This design comes from an exercise in tuning for small area on the open sky130 flow, not from production work.
At most, simulation tests tie the RTL to the original design; equivalence was not proved.
No driver is modelled on the clock port, so clocking that relies on it looks cheaper here than on a real chip.

==> inputs of run Z <==
// acc_bias_relu
module acc_bias_relu(
    input i_add4_end,
    input clk,
    input rst_n,
    input layer1,
    output o_acc_end,
    input [15:0] i_acc_bias_fm_col,
    input i_add4_valid,
    input signed [22*32-1:0] i_add4_data,
    input signed [22*32-1:0] i_bias,
    input [15:0] i_bias_addr_base,
    output [15:0] o_sel_bias_addr,
    output [8*32-1:0] o_acc_data_out,
    output o_acc_data_out_valid
    );
==> module relu_lane, before the edit <==
module relu_lane (
    input  [21:0] a,
    input  [21:0] b,
    output [6:0]  y
);
wire signed [22:0] s = $signed(a) + $signed(b);
wire [15:0] x = {1'b0, s[14:0]} + 16'd64;
wire sat = x[15] | x[14] | (&x[13:7]);
assign y = s[22] ? 7'd0 : (x[13:7] | {7{sat}});
endmodule
==> module acc_bias_relu, before the edit <==
module acc_bias_relu(
    input i_add4_end,
    input clk,
    input rst_n,
    input layer1,
    output o_acc_end,
    input [15:0] i_acc_bias_fm_col,
    input i_add4_valid,
    input signed [22*32-1:0] i_add4_data,
    input signed [22*32-1:0] i_bias,
    input [15:0] i_bias_addr_base,
    output [15:0] o_sel_bias_addr,
    output [8*32-1:0] o_acc_data_out,
    output o_acc_data_out_valid
    );
wire [7*32-1:0] res;
genvar k;
generate
    for (k = 0; k < 32; k = k + 1) begin : lane
        relu_lane u (.a(i_add4_data[22*k +: 22]), .b(i_bias[22*k +: 22]), .y(res[7*k +: 7]));
    end
endgenerate
reg [7*32-1:0] d1, d2, d3, d4, d5;
always @(posedge clk) begin
    d1 <= res;
    d2 <= d1;
    d3 <= d2;
    d4 <= d3;
    d5 <= d4;
end
reg [4:0] vld;
reg [15:0] sel_bias_addr_buf;
reg acc_end_ff1, acc_end_ff2;
always @(posedge clk) begin
    if (!rst_n) begin
        vld <= 0;
        sel_bias_addr_buf <= i_bias_addr_base;
        acc_end_ff1 <= 0;
        acc_end_ff2 <= 0;
    end else begin
        vld <= {vld[3:0], i_add4_valid};
        if (i_add4_end)
            sel_bias_addr_buf <= sel_bias_addr_buf + 16'd32;
        acc_end_ff1 <= i_add4_end;
        acc_end_ff2 <= acc_end_ff1;
    end
end
generate
    for (k = 0; k < 32; k = k + 1) begin : outb
        if (k < 16) begin : lo
            assign o_acc_data_out[8*k +: 8] = {1'b0, d5[7*k +: 7]};
        end else begin : hi
            assign o_acc_data_out[8*k +: 8] = {1'b0, d5[7*k +: 7] & {7{layer1}}};
        end
    end
endgenerate
assign o_acc_data_out_valid = vld[4];
assign o_sel_bias_addr = sel_bias_addr_buf;
assign o_acc_end = acc_end_ff2;
endmodule
Settings: LEC_CHECK=0, CAP_MARGIN=20, CORE_AREA=10 10 650 450, DIE_AREA=0 0 660 460, SLEW_MARGIN=40; clock period 5.0 ns.
run.sh (not shown) runs the stock make flow with config.mk's settings and CLKGATE_MAP_FILE= SYNTH_SCRIPT=/design/flow/synth_recipe.tcl, a recipe that flattens the netlist after the stock synthesis.
==> run K: changes against run Z <==
--- a/flow/design.v
+++ b/flow/design.v
@@ -1,13 +1,71 @@
 `timescale 1ns / 1ps
-module relu_lane (
-    input  [21:0] a,
-    input  [21:0] b,
-    output [6:0]  y
-);
-wire signed [22:0] s = $signed(a) + $signed(b);
-wire [15:0] x = {1'b0, s[14:0]} + 16'd64;
-wire sat = x[15] | x[14] | (&x[13:7]);
-assign y = s[22] ? 7'd0 : (x[13:7] | {7{sat}});
+module relu_lane (input [21:0] a, input [21:0] b, output [6:0] y);
+wire [21:0] p = a ^ b;
+wire [21:0] g = a & b;
+wire [6:0] cl;
+assign cl[1] = a[0] & b[0];
+assign cl[2] = (a[1] & b[1]) | (a[1] & cl[1]) | (b[1] & cl[1]);
+assign cl[3] = (a[2] & b[2]) | (a[2] & cl[2]) | (b[2] & cl[2]);
+assign cl[4] = (a[3] & b[3]) | (a[3] & cl[3]) | (b[3] & cl[3]);
+assign cl[5] = (a[4] & b[4]) | (a[4] & cl[4]) | (b[4] & cl[4]);
+assign cl[6] = (a[5] & b[5]) | (a[5] & cl[5]) | (b[5] & cl[5]);
+wire c6 = cl[6];
+wire c7 = g[6] | (p[6] & c6);
+wire s6 = p[6] ^ c6;
+wire [8:0] c;
+assign c[0] = c7;
+wire Gx0 = g[8] | (p[8] & g[7]);
+wire Px0 = p[8] & p[7];
+wire Gx1 = g[10] | (p[10] & g[9]);
+wire Px1 = p[10] & p[9];
+wire Gx2 = g[12] | (p[12] & g[11]);
+wire Px2 = p[12] & p[11];
+wire Gx3 = g[14] | (p[14] & g[13]);
+wire Px3 = p[14] & p[13];
+wire Gx4 = Gx1 | (Px1 & Gx0);
+wire Px4 = Px1 & Px0;
+wire Gx5 = Gx3 | (Px3 & Gx2);
+wire Px5 = Px3 & Px2;
+wire Gx6 = Gx5 | (Px5 & Gx4);
+wire Px6 = Px5 & Px4;
+wire Gx7 = Gx2 | (Px2 & Gx4);
+wire Px7 = Px2 & Px4;
+wire Gx8 = g[9] | (p[9] & Gx0);
+wire Px8 = p[9] & Px0;
+wire Gx9 = g[11] | (p[11] & Gx4);
+wire Px9 = p[11] & Px4;
+wire Gx10 = g[13] | (p[13] & Gx7);
+wire Px10 = p[13] & Px7;
+assign c[1] = g[7] | (p[7] & c7);
+assign c[2] = Gx0 | (Px0 & c7);
+assign c[3] = Gx8 | (Px8 & c7);
+assign c[4] = Gx4 | (Px4 & c7);
+assign c[5] = Gx9 | (Px9 & c7);
+assign c[6] = Gx7 | (Px7 & c7);
+assign c[7] = Gx10 | (Px10 & c7);
+assign c[8] = Gx6 | (Px6 & c7);
+wire [7:0] q = p[14:7] ^ c[7:0];
+wire [6:0] k;
+assign k[0] = s6;
+assign k[1] = k[0] & q[0];
+assign k[2] = k[1] & q[1];
+assign k[3] = k[2] & q[2];
+assign k[4] = k[3] & q[3];
+assign k[5] = k[4] & q[4];
+assign k[6] = k[5] & q[5];
+wire sat = q[7] | (k[6] & q[6]);
+wire [6:0] r = q[6:0] ^ k;
+wire [6:0] ch;
+assign ch[0] = c[8];
+assign ch[1] = g[15] | (p[15] & ch[0]);
+assign ch[2] = g[16] | (p[16] & ch[1]);
+assign ch[3] = g[17] | (p[17] & ch[2]);
+assign ch[4] = g[18] | (p[18] & ch[3]);
+assign ch[5] = g[19] | (p[19] & ch[4]);
+assign ch[6] = g[20] | (p[20] & ch[5]);
+wire c21 = ch[6];
+wire neg = g[21] | (p[21] & ~c21);
+assign y = neg ? 7'd0 : (r | {7{sat}});
 endmodule
 `timescale 1ns / 1ps
 module acc_bias_relu(
@@ -34,7 +92,7 @@
 endgenerate
 reg [7*32-1:0] d1, d2, d3, d4, d5;
 always @(posedge clk) begin
-    d1 <= res;
+    d1 <= {~res[7*32-1:7*16], res[7*16-1:0]};
     d2 <= d1;
     d3 <= d2;
     d4 <= d3;
@@ -62,7 +120,7 @@
         if (k < 16) begin : lo
             assign o_acc_data_out[8*k +: 8] = {1'b0, d5[7*k +: 7]};
         end else begin : hi
-            assign o_acc_data_out[8*k +: 8] = {1'b0, d5[7*k +: 7] & {7{layer1}}};
+            assign o_acc_data_out[8*k +: 8] = {1'b0, ~(d5[7*k +: 7] | {7{~layer1}})};
         end
     end
 endgenerate
==> flow/flow/run.sh (new file) <==
#!/bin/bash
# The standard layout (standard.sh: ORFS with synth_recipe.tcl), with these changes:
# - each port is buffered by the smallest buffer (buf_1), not the cell buffer_ports picks;
# - the clock tree is built with the clock_tree_synthesis arguments in CTS_ARGS;
# - synthesis extracts only full adders (not half adders) and maps the rest with
#   flow/abc_speed.script, which recovers more area than ORFS's own script.
#   The registers are mapped exactly as in the standard synthesis (that happens before ABC).
# - nor2b cells are added to the platform's don't-use list: the layer1 mask then maps to
#   nor2 gates that share one inverter of layer1.
# Every other ORFS script is used unchanged, from a copy in ./scripts.
# ORFS writes each tool's full log under orfs/logs; standard.sh's output goes to standard.log.
set -euo pipefail
export BUFFER_PORTS_ARGS="-buffer_cell sky130_fd_sc_hd__buf_1"
export CTS_ARGS="-sink_clustering_enable -repair_clock_nets -buf_list sky130_fd_sc_hd__clkbuf_4 -sink_clustering_size 10 -sink_clustering_max_diameter 35 -dont_use_dummy_load"
export PLACE_PINS_ARGS="-min_distance 1 -min_distance_in_tracks"
rm -rf scripts
cp -r "$FLOW_HOME/scripts" scripts
cp flow/abc_speed.script scripts/abc_speed.script
# extract only full adders (no half adders) before ABC
grep -q 'extract_fa {\*}\[dont_use_extract_fa_args\]' scripts/synth.tcl
sed -i 's/extract_fa {\*}\[dont_use_extract_fa_args\]/extract_fa -fa/' scripts/synth.tcl
export SCRIPTS_DIR="$PWD/scripts"
# the platform's don't-use list (from its config.mk) plus the extra cells; on make's command
# line, as the platform's config.mk sets the variable itself
du=$(sed -n '/^export DONT_USE_CELLS += /,/^#$/p' "$FLOW_HOME/platforms/sky130hd/config.mk" | grep -o 'sky130_fd_sc_hd__[a-z0-9_]*' | tr '\n' ' ')
bash standard.sh "DONT_USE_CELLS=$du sky130_fd_sc_hd__nor2b_1 sky130_fd_sc_hd__nor2b_2 sky130_fd_sc_hd__nor2b_4" finish > standard.log 2>&1
==> flow/flow/abc_speed.script (new file) <==
strash
&get -n
&st
&dch
&nf -R 1000
&put
&get -n
&st
&dch -f
&nf -R 1000
&put
topo
stime -c
buffer -c
upsize -c
dnsize -c
==> flow/standard.sh (new file) <==
#!/bin/bash
# synth_recipe.tcl (not shown) runs the flow's synth.tcl, then flattens the netlist and writes it again
# the make line also repeats each setting of config.mk as NAME=value (left out here)
make -C /OpenROAD-flow-scripts/flow DESIGN_CONFIG=/design/flow/config.mk WORK_HOME=/design/flow/orfs CLKGATE_MAP_FILE= SYNTH_SCRIPT=/design/flow/synth_recipe.tcl "${@:-finish}"
- CORE_AREA: 10 10 650 450 -> 10 10 360 260
- DIE_AREA: 0 0 660 460 -> 0 0 370 270
- PLACE_DENSITY: unset -> 0.88
removed: flow/run.sh
==> results.sh <==
export IMPL_status="finished clean"
export IMPL_period_share=0.802
export IMPL_route_met2_wl_um=138000
export IMPL_min_from="d4[58]"
export IMPL_drtIter0Drc=3043
export IMPL_clock_power_share=0.312
export IMPL_multi_input_comb_area_um2=29000
export IMPL_synth_fa_ha_area_frac=0.165
export IMPL_met3_usage=0.0648
export IMPL_cp_depth=14
export IMPL_drt_met1_wl_um=124000
export IMPL_nNonClkInverters=146
export IMPL_synth_seq_area_share=0.429
export IMPL_grt_pass1_vias=46000
export IMPL_initial_utilization=0.192
export IMPL_final_common_cell="clkdlybuf4s50_1"
That was run Z.
==> results.sh <==
export IMPL_final_common_cell="buf_1"
export IMPL_min_from="i_add4_valid"
export IMPL_drt_met1_wl_um=60600
export IMPL_met3_usage=0.179
export IMPL_nNonClkInverters=130
export IMPL_route_met2_wl_um=69000
export IMPL_clock_power_share=0.202
export IMPL_status="finished clean"
export IMPL_multi_input_comb_area_um2=17100
export IMPL_synth_seq_area_share=0.553
export IMPL_synth_fa_ha_area_frac=0.0366
That was run K.
Only the layout flow was run in run Z; the RTL was not checked for function there.

==> what the ideal ports hide <==
The flow's constraints put no driver on any port. The routed layouts listed below were extracted and timed again, unchanged, in two steps.
Step 1 (the two cells are an assumption about what drives the block):
set clk [get_ports {clk}]
set_driving_cell -lib_cell sky130_fd_sc_hd__clkbuf_16 $clk
set_driving_cell -lib_cell sky130_fd_sc_hd__buf_2 [delete_from_list [all_inputs] $clk]
Step 2, shift: input delay + t, output delay - t, t = (earliest + latest rising clock arrival at the registers) / 2. This alone moves slack from input paths to output paths.
a / b / c = ideal ports / drivers / drivers and shift; a / b = the first two.
| run | t, ns | slack for setup (ns) | worst slew at a driven data input, ns | pins driven straight from the clock port |
|---|---|---|---|---|
| run Z | 0.833 | 0.988 / 0.921 / 0.088 | 0.36 | 1 |
| run K | 1.001 | 0.720 / 0.700 / -0.301 | 0.33 | 1 |
Met with ideal ports but missed after step 2: setup timing in run K. For run K, which loses most, drivers alone change the setup slack by -0.020 ns; drivers and shift together by -1.021 ns.
